This is an optimization exercise on Yosys and OpenROAD, whose aim is small area and a short achievable clock period, not a production implementation. Only simulation tests tie the RTL to the original design; equivalence was not proved. Power and IR drop assume default switching activity.

== run 1 ==
==> flow/design.v (excerpt) <==
module fpadder( input [15:0] A_59, input [15:0] B_59, input clk_59, input rst_59, output reg [15:0] C_59);
function [1:0] cmp_gt;   
  input [14:0] a, b;
  reg [15:0] G, E;
  integer i, k;
  begin
    G = {1'b0, a & ~b};
    E = {1'b1, ~((a & ~b) | (~a & b))};
    for (k = 1; k < 16; k = k * 2)
      for (i = 0; i + k < 16; i = i + 2 * k) begin
        G[i] = G[i + k] | (E[i + k] & G[i]);
        E[i] = E[i + k] & E[i];
      end
    cmp_gt = {G[0], E[0]};
  end
endfunction
wire [1:0] c5  = cmp_gt({10'd0, A_59[14:10]}, {10'd0, B_59[14:10]});
wire [1:0] cf = cmp_gt({5'd0, A_59[9:0]}, {5'd0, B_59[9:0]});
wire [1:0] c15 = {c5[1] | (c5[0] & cf[1]), 1'b0};
wire       zero = ~|{A_59, B_59};
wire [4:0] dab = A_59[14:10] - B_59[14:10];
wire [4:0] dba = B_59[14:10] - A_59[14:10];
wire [4:0] d   = c5[1] ? dab : dba;
reg        agb1, sa1, sb1;
reg [4:0]  e1;
reg [9:0]  fa1, fb1;
reg [3:0]  sh1;
always @(posedge clk_59) begin
  agb1 <= c15[1];
  sa1  <= A_59[15];
  sb1  <= B_59[15];
  e1   <= c5[1] ? A_59[14:10] : B_59[14:10];
  fa1  <= A_59[9:0];
  fb1  <= B_59[9:0];
  sh1  <= d[3:0] | {4{d[4] | zero}};
end
wire [9:0]  fs  = agb1 ? fb1 : fa1;
wire        sub = sa1 ^ sb1;
wire [10:0] y   = ({1'b1, fs} >> sh1) ^ {11{sub}};
reg        s2, sub2;
reg [4:0]  e2;
reg [9:0]  fg2;
reg [10:0] y2;
always @(posedge clk_59) begin
  s2   <= agb1 ? sa1 : sb1;
  sub2 <= sub;
  e2   <= e1;
  fg2  <= agb1 ? fa1 : fb1;
  y2   <= y;
end
wire [11:0] S = {2'b01, fg2} + {sub2, y2} + {11'd0, sub2};
reg        s3;
reg [4:0]  e3;
reg [11:0] S3;
always @(posedge clk_59) begin
  s3 <= s2; e3 <= e2; S3 <= S;
end
reg [11:1] h;
reg [4:0]  adj;      
integer j;
always @(*) begin
  h = 11'd0;
  for (j = 1; j <= 11; j = j + 1)
    h[j] = S3[j] & ~|(S3[11:1] >> j);
  casez (S3[11:1])
    11'b1??????????: adj = 5'd1;
    11'b01?????????: adj = 5'd0;
    11'b001????????: adj = -5'd1;
  ...
clock: 3.8 ns
lec_check: 0
abc_area: 1
cap_margin: 20
core_margin: 2
core_utilization: 40
setup_slack_margin: 1.8
slew_margin: 20
standard.sh (not shown) runs the stock make flow with config.mk's settings and CLKGATE_MAP_FILE= SYNTH_SCRIPT=/design/flow/synth_recipe.tcl, a recipe that flattens the netlist after the stock synthesis.
==> flow/flow/run.sh <==
#!/bin/bash
# Standard layout with: ports buffered by plain buffers instead of delay cells;
# adders left to ABC instead of extracted into full/half-adder cells; a clock
# tree of smaller buffers without dummy loads; and
# the ABC area script mapping to a delay target (flow/abc.script).
set -euo pipefail
export BUFFER_PORTS_ARGS="-buffer_cell sky130_fd_sc_hd__buf_1"
export ADDER_MAP_FILE=
export CTS_ARGS="-sink_clustering_enable -repair_clock_nets -dont_use_dummy_load -root_buf sky130_fd_sc_hd__clkbuf_8 -buf_list sky130_fd_sc_hd__clkbuf_4 -sink_clustering_size 20"
mkdir -p scripts
for f in "$FLOW_HOME"/scripts/*; do ln -sfn "$f" scripts/; done
rm -f scripts/abc_area.script
cp flow/abc.script scripts/abc_area.script
export SCRIPTS_DIR="$PWD/scripts"
bash standard.sh > standard_flow.log 2>&1
==> flow/flow/abc.script <==
strash
dch
map -D 1000
topo
stime -c
buffer -c
upsize -c
dnsize -c
Run 1 was carried through to the last stage, and its layout satisfied the timing, DRC and antenna checks.
Inputs modified between run 1 and run 2:
- SETUP_SLACK_MARGIN changed from 1.8 to 1.9
==> flow/flow/run.sh <==
#!/bin/bash
# Standard layout with: ports buffered by plain buffers instead of delay cells;
# adders left to ABC instead of extracted into full/half-adder cells; a clock
# tree of smaller buffers without dummy loads.
set -euo pipefail
export BUFFER_PORTS_ARGS="-buffer_cell sky130_fd_sc_hd__buf_1"
export ADDER_MAP_FILE=
export CTS_ARGS="-sink_clustering_enable -repair_clock_nets -dont_use_dummy_load -root_buf sky130_fd_sc_hd__clkbuf_8 -buf_list sky130_fd_sc_hd__clkbuf_4 -sink_clustering_size 20"
bash standard.sh > standard_flow.log 2>&1
removed: flow/flow/abc.script
Results
Between run 1 and run 2, the filler cell count in the final layout is lower for run 1.
On sequential standard cell area, run 1 and run 2 are neck and neck.
Against run 1, run 2 comes in 1.4 points lower on multi-input gate share of total cell area.
Looking at run 1 and run 2, the clock group power is a wash.
The die outline area on run 2 is in line with that on run 1.
Going from run 1 to run 2, clock period minus worst slack decreased by 47 ps relative to the old numbers; switching power decreased by about 0.7% relative to the old numbers; total power divided by cell area decreased by 3.1% relative to the old numbers.
Against run 1, the final cell area of run 2 is higher.
Run 2 and run 1 ended up with roughly the same met3 usage.
[diff] fmax, run 2 relative to run 1: improvement
For run 3, these inputs were changed with respect to run 2:
==> flow/flow/run.sh <==
#!/bin/bash
# Standard layout with: ports buffered by plain buffers instead of delay cells;
# adders left to ABC instead of extracted into full/half-adder cells; a clock
# tree of smaller buffers without dummy loads; and
# the ABC area script mapping to a delay target (flow/abc.script).
set -euo pipefail
export BUFFER_PORTS_ARGS="-buffer_cell sky130_fd_sc_hd__buf_1"
export ADDER_MAP_FILE=
export CTS_ARGS="-sink_clustering_enable -repair_clock_nets -dont_use_dummy_load -root_buf sky130_fd_sc_hd__clkbuf_8 -buf_list sky130_fd_sc_hd__clkbuf_4 -sink_clustering_size 20"
mkdir -p scripts
for f in "$FLOW_HOME"/scripts/*; do ln -sfn "$f" scripts/; done
rm -f scripts/abc_area.script
cp flow/abc.script scripts/abc_area.script
export SCRIPTS_DIR="$PWD/scripts"
bash standard.sh > standard_flow.log 2>&1
==> flow/flow/abc.script (new file) <==
strash
dch
map -D 1200
topo
stime -c
buffer -c
upsize -c
dnsize -c
==> notes.md <==
Changes observed in run 3 relative to run 2: core utilization went up; post-synthesis xor/xnor area fraction did not really move; simple-gate share of the synthesized area went down; leakage power figure went down.
Final-stage net count was lower in the run labelled run 3.
Side by side, layout overhead on the synthesized area turned out higher in run 3 than in run 2.
Run 3 vs. run 2: first-pass GRT wire length decreased 14%, total routed wire length on the met1 layer fell by 16%, met3 routed wirelength shows a reduction of 11%, number of cells produced by synthesis decreased by 16% relative to the old numbers.
### run 3 -> run 4
==> flow/flow/abc.script <==
strash
balance
rewrite
refactor
balance
rewrite
rewrite -z
balance
refactor -z
rewrite -z
balance
dch
map -D 1000
topo
stime -c
buffer -c
upsize -c
dnsize -c
==> notes.md <==
Run 3 consumes more power than run 4.
Total die area (run 4 vs. run 3) increases by a few percent
Going from run 3 to run 4, the final clock period utilization by the worst path was found to have gone down by 2.5 points.
Compared to run 3, run 4 has area of all placed cells without fillers 2.6% lower.
Worst hold slack: run 4 higher than run 3
Looking at clock share of power, run 4 sits 1.0 points higher than run 3 does.
When run 4 is set beside run 3, its area growth from synthesis to layout turns out to be 6.9 points smaller.
From run 3 to run 4 the numbers moved as follows: placer's final routability congestion estimate now larger; pre-CTS setup slack saw an increase.
--- input diff run 4..run 5 ---
- a deleted ABC_AREA that had been 1
==> flow/flow/run.sh <==
#!/bin/bash
# Standard layout with: ports buffered by plain buffers instead of delay cells;
# adders left to ABC instead of extracted into full/half-adder cells; a clock
# tree of smaller buffers without dummy loads.
set -euo pipefail
export BUFFER_PORTS_ARGS="-buffer_cell sky130_fd_sc_hd__buf_1"
export ADDER_MAP_FILE=
export CTS_ARGS="-sink_clustering_enable -repair_clock_nets -dont_use_dummy_load -root_buf sky130_fd_sc_hd__clkbuf_8 -buf_list sky130_fd_sc_hd__clkbuf_4 -sink_clustering_size 20"
bash standard.sh > standard_flow.log 2>&1
removed: flow/flow/abc.script
[summary]
Post-DP HPWL: run 5 < run 4. Of the two values seen for cell at the slowest stage of the critical path, sky130_fd_sc_hd__dfxtp_2 was produced by run 4 and sky130_fd_sc_hd__maj3_2 by run 5. Diff run 4 and run 5: number of buffers inserted by post-CTS setup repair higher in run 5. Diff run 4 -> run 5: area of the multi-input gates climbed about 16%; routed length on met3 moved down; overall power of the completed layout up 12%; detailed-routing wirelength on met1 dropped about 3.5%.
> inputs changed (run 5 -> run 6)
- setting ABC_AREA to 1 for the first time
==> flow/flow/run.sh <==
#!/bin/bash
# Standard layout with: ports buffered by plain buffers instead of delay cells;
# adders left to ABC instead of extracted into full/half-adder cells; a clock
# tree of smaller buffers without dummy loads; and
# the ABC area script mapping to a delay target (flow/abc.script).
set -euo pipefail
export BUFFER_PORTS_ARGS="-buffer_cell sky130_fd_sc_hd__buf_1"
export ADDER_MAP_FILE=
export CTS_ARGS="-sink_clustering_enable -repair_clock_nets -dont_use_dummy_load -root_buf sky130_fd_sc_hd__clkbuf_16 -tree_buf sky130_fd_sc_hd__clkbuf_4 -buf_list sky130_fd_sc_hd__clkbuf_4 -sink_clustering_size 20"
mkdir -p scripts
for f in "$FLOW_HOME"/scripts/*; do ln -sfn "$f" scripts/; done
rm -f scripts/abc_area.script
cp flow/abc.script scripts/abc_area.script
export SCRIPTS_DIR="$PWD/scripts"
bash standard.sh > standard_flow.log 2>&1
==> flow/flow/abc.script (new file) <==
strash
dch
map -D 1000
topo
stime -c
buffer -c
upsize -c
dnsize -c
==> notes.md <==
Run 6 -> run 5: total power flat
For synthesized cell count, dividing the value from run 6 by the value from run 5 gives 1.17.
Re final worst hold slack: run 5 and run 6 aren't equal, and the higher value belongs to run 5.
Comparing run 5 and run 6, the lower placer congestion estimate was measured on run 5.
Post-synthesis adder-cell area fraction (lower): run 6
Reported for run 5 and run 6, number of antenna violations at the first check in global routing turned out identical to the last digit.
Worst setup path endpoint: sh1[3]$_DFF_P_ -> run 5, sh1[2]$_DFF_P_ -> run 6

* * *

== ember ==
fpadder again, from the RTL that the note above started with.
Settings: LEC_CHECK=0, ABC_AREA=1, CAP_MARGIN=20, CORE_MARGIN=2, CORE_UTILIZATION=55, SETUP_SLACK_MARGIN=1.9, SLEW_MARGIN=20; clock period 3.8 ns.
==> flow/flow/run.sh <==
#!/bin/bash
# Standard layout with: ports buffered by plain buffers instead of delay cells;
# adders left to ABC instead of extracted into full/half-adder cells; a clock
# tree of smaller buffers without dummy loads; and
# the ABC area script mapping to a delay target (flow/abc.script).
set -euo pipefail
export BUFFER_PORTS_ARGS="-buffer_cell sky130_fd_sc_hd__buf_1"
export ADDER_MAP_FILE=
export CTS_ARGS="-sink_clustering_enable -repair_clock_nets -dont_use_dummy_load -root_buf sky130_fd_sc_hd__clkbuf_8 -buf_list sky130_fd_sc_hd__clkbuf_4 -sink_clustering_size 20"
mkdir -p scripts
for f in "$FLOW_HOME"/scripts/*; do ln -sfn "$f" scripts/; done
rm -f scripts/abc_area.script
cp flow/abc.script scripts/abc_area.script
export SCRIPTS_DIR="$PWD/scripts"
bash standard.sh > standard_flow.log 2>&1
==> flow/flow/abc.script <==
strash
dch
map -D 1000
topo
stime -c
buffer -c
upsize -c
dnsize -c
Input changes introduced in fjord (baseline for comparison: ember):
Settings: changing CORE_UTILIZATION from 55 to 40.
--- a/flow/flow/abc.script
+++ b/flow/flow/abc.script
@@ -3 +3 @@
-map -D 1000
+map -D 900
## What came out
ember has a higher combinational cell fraction of total power than fjord. Going from ember to fjord, post-route cell area went up, critical path depth -5, overall die area shows an increase of about 40%. fjord ends up with lower register share of the cell area than ember does. The final period demand of the worst path of fjord was superior to that of ember. Max freq ember -> fjord: improved.
> inputs changed (fjord -> delta)
Settings: changing SETUP_SLACK_MARGIN from 1.9 to 2.0.
--- a/flow/flow/abc.script
+++ b/flow/flow/abc.script
@@ -3 +3 @@
-map -D 900
+map -D 1000
==> notes.md <==
Global-route wire length before repair of delta falls short of that of fjord by a few percent.
delta vs. fjord: met1 track demand over resource went up by 0.65 points.
Reported for fjord and delta, sequential cell count turned out identical to the last digit.

* * *

The RTL this note starts from:
==> flow/design.v <==
module fpadder( input [15:0] A_59, input [15:0] B_59, input clk_59, input rst_59, output reg [15:0] C_59);
function [1:0] cmp_gt;   
  input [14:0] a, b;
  reg [15:0] G, E;
  integer i, k;
  begin
    G = {1'b0, a & ~b};
    E = {1'b1, ~((a & ~b) | (~a & b))};
    for (k = 1; k < 16; k = k * 2)
      for (i = 0; i + k < 16; i = i + 2 * k) begin
        G[i] = G[i + k] | (E[i + k] & G[i]);
        E[i] = E[i + k] & E[i];
      end
    cmp_gt = {G[0], E[0]};
  end
endfunction
wire [1:0] c5  = cmp_gt({10'd0, A_59[14:10]}, {10'd0, B_59[14:10]});
wire [1:0] cf = cmp_gt({5'd0, A_59[9:0]}, {5'd0, B_59[9:0]});
wire [1:0] c15 = {c5[1] | (c5[0] & cf[1]), 1'b0};
wire       zero = ~|{A_59, B_59};
wire [4:0] dab = A_59[14:10] - B_59[14:10];
wire [4:0] dba = B_59[14:10] - A_59[14:10];
wire [4:0] d   = c5[1] ? dab : dba;
reg        agb1, sa1, sb1;
reg [4:0]  e1;
reg [9:0]  fa1, fb1;
reg [3:0]  sh1;
always @(posedge clk_59) begin
  agb1 <= c15[1];
  sa1  <= A_59[15];
  sb1  <= B_59[15];
  e1   <= c5[1] ? A_59[14:10] : B_59[14:10];
  fa1  <= A_59[9:0];
  fb1  <= B_59[9:0];
  sh1  <= d[3:0] | {4{d[4] | zero}};
end
wire [9:0]  fs  = agb1 ? fb1 : fa1;
wire        sub = sa1 ^ sb1;
wire [10:0] y   = ({1'b1, fs} >> sh1) ^ {11{sub}};
reg        s2, sub2;
reg [4:0]  e2;
reg [9:0]  fg2;
reg [10:0] y2;
always @(posedge clk_59) begin
  s2   <= agb1 ? sa1 : sb1;
  sub2 <= sub;
  e2   <= e1;
  fg2  <= agb1 ? fa1 : fb1;
  y2   <= y;
end
wire [11:0] S = {2'b01, fg2} + {sub2, y2} + {11'd0, sub2};
reg        s3;
reg [4:0]  e3;
reg [11:0] S3;
always @(posedge clk_59) begin
  s3 <= s2; e3 <= e2; S3 <= S;
end
reg [11:1] h;
reg [4:0]  adj;      
integer j;
always @(*) begin
  h = 11'd0;
  for (j = 1; j <= 11; j = j + 1)
    h[j] = S3[j] & ~|(S3[11:1] >> j);
  casez (S3[11:1])
    11'b1??????????: adj = 5'd1;
    11'b01?????????: adj = 5'd0;
    11'b001????????: adj = -5'd1;
    11'b0001???????: adj = -5'd2;
    11'b00001??????: adj = -5'd3;
    11'b000001?????: adj = -5'd4;
    11'b0000001????: adj = -5'd5;
    11'b00000001???: adj = -5'd6;
    11'b000000001??: adj = -5'd7;
    11'b0000000001?: adj = -5'd8;
    11'b00000000001: adj = -5'd9;
    default:         adj = 5'd0;
  endcase
end
wire [21:0] sp = {S3, 10'd0};
reg  [9:0]  frac;
integer k;
always @(*) begin
  frac = {9'd0, ~|S3[11:1] & S3[0]};
  for (k = 0; k < 10; k = k + 1)
    for (j = 1; j <= 11; j = j + 1)
      frac[k] = frac[k] | (h[j] & sp[j + k]);
end
always @(posedge clk_59) begin
  C_59 <= {s3, e3 + adj, frac};
end
endmodule
export LEC_CHECK = 0
export ABC_AREA = 1
export CAP_MARGIN = 20
export CORE_MARGIN = 2
export CORE_UTILIZATION = 40
export GPL_TIMING_DRIVEN = 0
export SETUP_SLACK_MARGIN = 1.9
export SLEW_MARGIN = 20
create_clock -name core_clock -period 3.8 [get_ports {clk_59}]
==> flow/flow/abc.script <==
strash
dch
map -D 1000
topo
stime -c
buffer -c
upsize -c
dnsize -c
Scripts as last shown in full above: flow/flow/run.sh
The starting point completed with no timing, DRC or antenna violations.
Edit:
Settings changed: CORE_UTILIZATION 40 to 30, GPL_TIMING_DRIVEN 0 to not set.
After rerunning: Clock skew went up by 0.0043 ns; design area climbs by 0.35%; clock power barely changes; area after synthesis stays the same; non-clock buffer count went down by 7.
Edit:
==> flow/flow/run.sh (replaced) <==
#!/bin/bash
# Standard layout with: ports buffered by plain buffers instead of delay cells;
# adders left to ABC instead of extracted into full/half-adder cells; a clock
# tree of smaller buffers without dummy loads.
set -euo pipefail
export BUFFER_PORTS_ARGS="-buffer_cell sky130_fd_sc_hd__buf_2"
export ADDER_MAP_FILE=
export CTS_ARGS="-sink_clustering_enable -repair_clock_nets -dont_use_dummy_load -root_buf sky130_fd_sc_hd__clkbuf_8 -buf_list sky130_fd_sc_hd__clkbuf_8"
bash standard.sh > standard_flow.log 2>&1
Settings changed: CORE_UTILIZATION 30 to 40.
removed: flow/flow/abc.script
Wire length grows by a few percent.
Final cell count increases by a few percent.
Hold slack degrades by 0.0036 ns.
Worst setup slack improves by 0.029 ns.
Clock-buffer cell count stays the same.
Clock skew drops by 0.0067 ns.
Final area climbs slightly.
Die area drops by a quarter to a third.
Combinational power barely changes.
Edit:
==> flow/flow/run.sh (replaced) <==
#!/bin/bash
# Standard layout with: ports buffered by plain buffers instead of delay cells;
# adders left to ABC instead of extracted into full/half-adder cells; a clock
# tree of smaller buffers without dummy loads; and
# the ABC area script mapping to a delay target (flow/abc.script).
set -euo pipefail
export BUFFER_PORTS_ARGS="-buffer_cell sky130_fd_sc_hd__buf_1"
export ADDER_MAP_FILE=
export CTS_ARGS="-sink_clustering_enable -repair_clock_nets -dont_use_dummy_load -root_buf sky130_fd_sc_hd__clkbuf_8 -buf_list sky130_fd_sc_hd__clkbuf_4 -sink_clustering_size 20"
mkdir -p scripts
for f in "$FLOW_HOME"/scripts/*; do ln -sfn "$f" scripts/; done
rm -f scripts/abc_area.script
cp flow/abc.script scripts/abc_area.script
export SCRIPTS_DIR="$PWD/scripts"
bash standard.sh > standard_flow.log 2>&1
==> flow/flow/abc.script (new file) <==
strash
dch
map -D 950
topo
stime -c
buffer -c
upsize -c
dnsize -c
Effect:
- The new run produced a clean layout
- clock-buffer cell count stays the same
- worst setup slack gets worse by 0.022 ns
- non-clock buffer count goes down by 8
- combinational power goes up by about 4%

static timing again, ports no longer ideal:
The flow's constraints put no driver on any port. The routed layouts listed below were extracted and timed again, unchanged, in two steps.
Step 1, drivers: a clkbuf_16 drives clk_59 and a buf_2 each remaining input, both assumed.
Step 2 moves the port delays by t, midway between the first and last clock arrival at a register: inputs arrive t later, outputs are due t later. That takes back most of the time a late clock gives input paths.
Slacks: ideal ports / drivers / drivers and shift; pairs: ideal ports / drivers.
| run | shift t [ns] | setup slack, ns | clock arrival spread, ns | slew at the worst register clock pin (ns) |
|---|---|---|---|---|
| run 1 | 0.378 | 1.922 / 1.928 / 1.550 | 0.024 / 0.024 | 0.09 / 0.09 |
| run 2 | 0.382 | 1.970 / 1.979 / 1.597 | 0.028 / 0.028 | 0.09 / 0.09 |
| run 3 | 0.367 | 1.833 / 1.827 / 1.459 | 0.023 / 0.023 | 0.09 / 0.09 |
| run 4 | 0.379 | 1.928 / 1.928 / 1.600 | 0.014 / 0.013 | 0.08 / 0.08 |
| run 5 | 0.376 | 1.658 / 1.653 / 1.277 | 0.021 / 0.021 | 0.08 / 0.08 |
| run 6 | 0.375 | 2.028 / 2.044 / 1.669 | 0.012 / 0.012 | 0.06 / 0.06 |
| ember | 0.365 | 1.997 / 2.007 / 1.642 | 0.022 / 0.022 | 0.09 / 0.09 |
| fjord | 0.377 | 2.018 / 2.030 / 1.653 | 0.025 / 0.025 | 0.09 / 0.09 |
| delta | 0.379 | 2.038 / 2.038 / 1.693 | 0.032 / 0.032 | 0.10 / 0.10 |
| the first run of note 3 | 0.377 | 1.976 / 1.985 / 1.608 | 0.019 / 0.019 | 0.09 / 0.09 |
| the second run of note 3 | 0.380 | 1.968 / 1.972 / 1.592 | 0.022 / 0.022 | 0.09 / 0.09 |
| the third run of note 3 | 0.400 | 1.997 / 2.014 / 1.614 | 0.016 / 0.016 | 0.08 / 0.08 |
| the fourth run of note 3 | 0.380 | 1.975 / 1.985 / 1.605 | 0.022 / 0.022 | 0.09 / 0.09 |
After both steps setup and hold are still met in every run listed. For the third run of note 3, which loses most, drivers alone change the setup slack by +0.017 ns; drivers and shift together by -0.383 ns.
